From an optimization exercise on the open Yosys and OpenROAD flow, aimed at small area, a short achievable clock period and few clock cycles; shortcuts taken in it are not production practice.
In this exercise RTL edits were held to simulation tests only and were not proved equivalent to the original.
Power figures rest on the tool's default switching activity, not on a simulated workload.

==> 09-19: inputs <==
Design cpu, start of the top module:
module cpu (
  input  wire        clk,
  input  wire        rst_n,
  output wire [31:0] address,
  output reg  [31:0] write_data,
  input  wire [31:0] read_data,
  output wire        we,
  output wire        re,
  input  wire        mem_busy
);
  wire go = ~mem_busy;
  reg        s_data;       
  reg        s_dwr;        
  reg [29:0] fa;           
  reg [31:0] daddr;        
  assign address = s_data ? daddr : {fa, 2'b00};
  assign re      = ~(s_data & s_dwr) & go;
  assign we      = s_data & s_dwr & go;
  wire fetch = ~s_data;
  reg        m_ld, m_sbh;
  reg [ 4:0] m_rd;
  reg [ 2:0] m_f3;
  reg        w_ld, w_sbh;
  reg [ 4:0] w_rd;
  reg [ 2:0] w_f3;
  reg [ 1:0] w_off;
  wire m_rreq = s_data & ~s_dwr;    
  reg        r_v;          
  reg [29:0] r_pc;         
  reg        ir_v;         
  reg [31:0] ir;
  reg [29:0] ir_pc;
  wire        d_v   = ir_v | r_v;
  wire [31:0] inst  = ir_v ? ir : read_data;
  wire [29:0] pc_d  = ir_v ? ir_pc : r_pc;
  wire [4:0] op     = inst[6:2];
  wire       i_u    = op[2] & op[0];                  
  wire       i_jal  = op[1];
  wire       i_jalr = op[4] & ~op[1] & op[0];
  wire       i_br   = op[4] & ~op[0];
  wire       i_ld   = ~op[4] & ~op[3] & ~op[2];
  wire       i_st   = ~op[4] & op[3] & ~op[2];
  wire       i_opi  = ~op[4] & ~op[3] & op[2] & ~op[0];
  wire       i_op   = ~op[4] & op[3] & op[2] & ~op[0];
  wire       i_alu  = i_op | i_opi;
  wire       i_link = i_jal | i_jalr;
  wire [4:0] rs1 = inst[19:15];
  wire [4:0] rs2 = inst[24:20];
  wire [4:0] rd  = inst[11:7];
  wire [2:0] f3  = inst[14:12];
  wire use1 = ~(i_u | i_jal);
  wire use2 = i_op | i_br | i_st;
  wire wrd  = ~(i_br | i_st) & (rd != 5'd0);
  wire [31:0] imm_i = {{20{inst[31]}}, inst[31:20]};
  wire [31:0] imm_s = {{20{inst[31]}}, inst[31:25], inst[11:7]};
  wire [31:0] imm_u = {inst[31:12], 12'd0};
  wire [29:0] off_b = {{20{inst[31]}}, inst[7], inst[30:25], inst[11:9]};
  wire [29:0] off_j = {{12{inst[31]}}, inst[19:12], inst[20], inst[30:22]};
  ...
export LEC_CHECK = 0
export CAP_MARGIN = 20
export CORE_MARGIN = 2
export CORE_UTILIZATION = 40
export CTS_BUF_LIST = sky130_fd_sc_hd__clkbuf_16
export CTS_CLUSTER_DIAMETER = 60
export CTS_CLUSTER_SIZE = 20
export SETUP_SLACK_MARGIN = 5
export SLEW_MARGIN = 20
export SYNTH_HIERARCHICAL = 1
create_clock -name core_clock -period 10.0 [get_ports {clk}]
run.sh (not shown) runs the stock make flow with config.mk's settings and CLKGATE_MAP_FILE= SYNTH_SCRIPT=/design/flow/synth_recipe.tcl, a recipe that flattens the netlist after the stock synthesis.
==> 05-07: changes against 09-19 <==
--- a/flow/design.v
+++ b/flow/design.v
@@ -18,17 +18,42 @@
   output wire [31:0] result,
   output wire [31:0] sum,
   output wire        eq,
   output wire        lt,
   output wire        ltu
 );
-  wire [32:0] addr = {1'b0, operand1} + {1'b0, operand2 ^ {32{sub}}} + {32'd0, sub};
-  assign sum = addr[31:0];
+  wire [31:0] addr = operand1 + (operand2 ^ {32{sub}}) + {31'd0, sub};
+  assign sum = addr;
   assign eq  = (operand1 == operand2);
-  assign ltu = ~addr[32];
-  assign lt  = (operand1[31] == operand2[31]) ? addr[31] : operand1[31];
+  wire [31:0] l0 = ~operand1 & operand2;
+  wire [31:0] e0 = ~(operand1 ^ operand2);
+  wire [15:0] l1, e1;
+  wire [ 7:0] l2, e2;
+  wire [ 3:0] l3, e3;
+  wire [ 1:0] l4, e4;
+  genvar k;
+  generate
+    for (k = 0; k < 16; k = k + 1) begin : c1
+      assign l1[k] = l0[2*k+1] | (e0[2*k+1] & l0[2*k]);
+      assign e1[k] = e0[2*k+1] & e0[2*k];
+    end
+    for (k = 0; k < 8; k = k + 1) begin : c2
+      assign l2[k] = l1[2*k+1] | (e1[2*k+1] & l1[2*k]);
+      assign e2[k] = e1[2*k+1] & e1[2*k];
+    end
+    for (k = 0; k < 4; k = k + 1) begin : c3
+      assign l3[k] = l2[2*k+1] | (e2[2*k+1] & l2[2*k]);
+      assign e3[k] = e2[2*k+1] & e2[2*k];
+    end
+    for (k = 0; k < 2; k = k + 1) begin : c4
+      assign l4[k] = l3[2*k+1] | (e3[2*k+1] & l3[2*k]);
+      assign e4[k] = e3[2*k+1] & e3[2*k];
+    end
+  endgenerate
+  assign ltu = l4[1] | (e4[1] & l4[0]);
+  assign lt  = (operand1[31] ^ operand2[31]) ? operand1[31] : ltu;
   reg  [31:0] sh_in, sh_rev;
   integer i;
   always @(*) begin
     for (i = 0; i < 32; i = i + 1)
       sh_in[i] = left ? operand1[31 - i] : operand1[i];
   end
@@ -160,18 +185,15 @@
   reg [ 4:0] w_rd;
   reg [ 2:0] w_f3;
   reg [ 1:0] w_off;
   wire m_rreq = s_data & ~s_dwr;    
   reg        r_v;          
   reg [29:0] r_pc;         
-  reg        ir_v;         
-  reg [31:0] ir;
-  reg [29:0] ir_pc;
-  wire        d_v   = ir_v | r_v;
-  wire [31:0] inst  = ir_v ? ir : read_data;
-  wire [29:0] pc_d  = ir_v ? ir_pc : r_pc;
+  wire        d_v   = r_v;
+  wire [31:0] inst  = read_data;
+  wire [29:0] pc_d  = r_pc;
   wire [4:0] op     = inst[6:2];
   wire       i_u    = op[2] & op[0];                  
   wire       i_jal  = op[1];
   wire       i_jalr = op[4] & ~op[1] & op[0];
   wire       i_br   = op[4] & ~op[0];
   wire       i_ld   = ~op[4] & ~op[3] & ~op[2];
@@ -191,13 +213,13 @@
   wire [31:0] imm_s = {{20{inst[31]}}, inst[31:25], inst[11:7]};
   wire [31:0] imm_u = {inst[31:12], 12'd0};
   wire [29:0] off_b = {{20{inst[31]}}, inst[7], inst[30:25], inst[11:9]};
   wire [29:0] off_j = {{12{inst[31]}}, inst[19:12], inst[20], inst[30:22]};
   wire [29:0] d_tgt  = pc_d + (i_jal ? off_j : off_b);
   wire [29:0] pc_d1  = pc_d + 30'd1;
-  wire        d_pred = d_v & (i_jal | (i_br & inst[31]));
+  wire        d_take = i_jal | (i_br & inst[31]);    
   wire [31:0] v1, v2;
   reg         w_wen;
   reg  [ 4:0] w_addr;
   reg  [31:0] w_data;
   register_file reg_file (
     .clk      (clk),
@@ -210,21 +232,12 @@
     .en1      (use1),
     .x1       (i_u & ~op[3]),
     .x1_data  ({pc_d, 2'b00}),
     .rs1_data (v1),
     .rs2_data (v2)
   );
-  wire [4:0] op_r   = ir[6:2];
-  wire       r_u    = op_r[2] & op_r[0];
-  wire       r_jal  = op_r[1];
-  wire       r_br   = op_r[4] & ~op_r[0];
-  wire       r_st   = ~op_r[4] & op_r[3] & ~op_r[2];
-  wire       r_op   = ~op_r[4] & op_r[3] & op_r[2] & ~op_r[0];
-  wire       r_use1 = ~(r_u | r_jal);
-  wire       r_use2 = r_op | r_br | r_st;
-  wire       r_wrd  = ~(r_br | r_st) & (ir[11:7] != 5'd0);
   reg        e_v;
   reg [31:0] e_op1, e_op2, e_aux, e_last;
   reg [ 4:0] e_rd;         
   reg [ 2:0] e_f3;
   reg        e_sub, e_left, e_sra;
   reg        e_sadd, e_ssh, e_sslt, e_ssltu, e_sxor, e_sor, e_sand, e_slink;
@@ -283,15 +296,14 @@
              ((ld_e & (e_rd == r)) | (ld_m & (m_rd == r)) | (w_ld & (w_rd == r)));
   endfunction
   function automatic hit_wr(input [4:0] r);
     hit_wr = (ld_e & (e_rd == r)) | (ld_m & (m_rd == r));
   endfunction
   wire hz   = (use1 & hit_ld(rs1)) | (use2 & hit_ld(rs2)) | (wrd & hit_wr(rd));
-  wire hz_r = (r_use1 & hit_ld(ir[19:15])) | (r_use2 & hit_ld(ir[24:20])) |
-              (r_wrd & hit_wr(ir[11:7]));
   wire d_adv  = d_v & ~hz & e_free & ~e_redir;
+  wire d_pred = d_adv & d_take;
   function automatic fw(input [4:0] r);
     fw = e_v & e_wr & (e_rd == r);
   endfunction
   reg  [ 7:0] ld_b;
   wire [15:0] ld_h = w_off[1] ? read_data[31:16] : read_data[15:0];
   always @(*) begin
@@ -328,24 +340,20 @@
     end else begin
       w_wen  = go & e_adv & e_wr;
       w_addr = e_rd;
       w_data = e_res;
     end
   end
-  wire drop  = ~d_adv & ir_v & r_v;                
-  wire queue = d_adv & ir_v & r_v & ~d_pred;       
+  wire drop  = d_v & ~d_adv;                       
   wire kill  = e_redir | d_pred | drop;            
-  wire ir_v_n = ~e_redir & (d_adv ? queue : d_v);
-  wire ir_en  = ~ir_v | (~hz_r & e_free);
   always @(posedge clk or negedge rst_n) begin
     if (!rst_n) begin
       s_data <= 1'b0;
       s_dwr  <= 1'b0;
       fa     <= 30'h00001000;
       r_v    <= 1'b0;
-      ir_v   <= 1'b0;
       e_v    <= 1'b0;
       m_ld   <= 1'b0;
       m_sbh  <= 1'b0;
       w_ld   <= 1'b0;
       w_sbh  <= 1'b0;
     end else if (go) begin
@@ -364,20 +372,19 @@
         m_sbh <= e_sbh;
       end
       w_ld  <= m_rreq & m_ld;
       w_sbh <= m_rreq & m_sbh;
       if (e_redir)
         fa <= e_tgt;
-      else if (d_pred)
-        fa <= d_tgt;
       else if (drop)
         fa <= r_pc;
+      else if (d_pred)
+        fa <= d_tgt;
       else if (fetch)
         fa <= fa + 30'd1;
       r_v  <= fetch & ~kill;
-      ir_v <= ir_v_n;
       e_v  <= (e_v & e_hold) | d_adv;
     end
   end
   always @(posedge clk) begin
     if (go) begin
       if (e_issue) begin
@@ -389,25 +396,21 @@
         write_data <= st_merge;
       end
       w_rd  <= m_rd;
       w_f3  <= m_f3;
       w_off <= daddr[1:0];
       r_pc <= fa;
-      if (ir_en) begin
-        ir    <= read_data;
-        ir_pc <= r_pc;
-      end
       if (e_adv)
         e_last <= e_res;
       if (e_free) begin
         e_op1   <= v1;
         e_op2   <= (i_op | i_br) ? v2 : i_u ? imm_u : i_st ? imm_s : imm_i;
         e_aux   <= i_st ? v2 : (i_link | (i_br & inst[31])) ? {pc_d1, 2'b00} : {d_tgt, 2'b00};
         e_rd    <= wrd ? rd : 5'd0;
         e_f3    <= f3;
-        e_sub   <= (i_op & inst[30] & (f3 == 3'b000)) | i_br | (i_alu & (f3[2:1] == 2'b01));
+        e_sub   <= i_op & inst[30] & (f3 == 3'b000);
         e_left  <= (f3 == 3'b001);
         e_sra   <= inst[30];
         e_sadd  <= ~i_link & (~i_alu | (f3 == 3'b000));
         e_ssh   <= i_alu & (f3[1:0] == 2'b01);
         e_sslt  <= i_alu & (f3 == 3'b010);
         e_ssltu <= i_alu & (f3 == 3'b011);
==> notes <==
Sequential share of layout area: 05-07 is higher than 09-19 (0.28 points).
Count of clock-buffer cells in the layout: 05-07 is higher than 09-19 (2).
Of 09-19 and 05-07, 09-19 has the higher sequential power (gap 11%, measured against 05-07).
In 09-19 the die area is larger than in 05-07, by 4.0%.
Of 09-19 and 05-07, 05-07 has the higher worst setup slack (gap 0.28 ns).
Clock power is about the same in 09-19 and 05-07.
==> figures <==
Number of stages on the worst setup path: 09-19 23; 05-07 21
Max_slew headroom: 09-19 0.196; 05-07 0.197
WL met1: 09-19 113000 µm; 05-07 110000 µm
Tap Count: 09-19 2310; 05-07 2189
Length of the first detailed-routing pass in iterations: 09-19 17; 05-07 15
Multi-input gate share of the layout cell area: 09-19 0.347; 05-07 0.347
Initial detailed-routing violation count: 09-19 13300; 05-07 13500
Fraction of final layout cells sized beyond drive strength 1: 09-19 0.209; 05-07 0.177
Count of buffers added by post-CTS timing repair for setup: 09-19 83; 05-07 72
Number of cells upsized or downsized after cts: 09-19 240; 05-07 198
Status: 09-19 timing/DRC/antenna clean; 05-07 timing/DRC/antenna clean
Synthesized area: 09-19 69000 µm²; 05-07 66300 µm²
Setup slack of the critical path after layout: 09-19 4.67 ns; 05-07 4.94 ns
Testbench counts of 09-19, summed over its fixed seeds: cycles 151,969.
Testbench counts of 05-07, summed over its fixed seeds: cycles 153,005.

==> what the ideal ports hide <==
Ports are ideal in the flow. The routed layouts listed here were re-timed in OpenROAD.
Step 1 sets driving cells, clkbuf_16 on the clock port and buf_2 on the other inputs (assumed; they add their load-dependent delay and slew).
Step 2, shift: input delay + t, output delay - t, t = (earliest + latest rising clock arrival at the registers) / 2. This alone moves slack from input paths to output paths.
Slacks: ideal / step 1 / step 2; pairs: ideal / step 1.
run | t, ns | slack for setup (ns) | worst setup path at the end | worst slew at a driven data input, ns
09-19 | 0.860 | 4.668 / 4.668 / 3.930 | input to register | 0.07
05-07 | 0.836 | 4.944 / 4.944 / 4.188 | input to register | 0.13
After both steps setup and hold are still met in every run listed. The setup slack of 05-07, which loses most, moves by 0.000 ns with the drivers and by -0.756 ns with both steps.
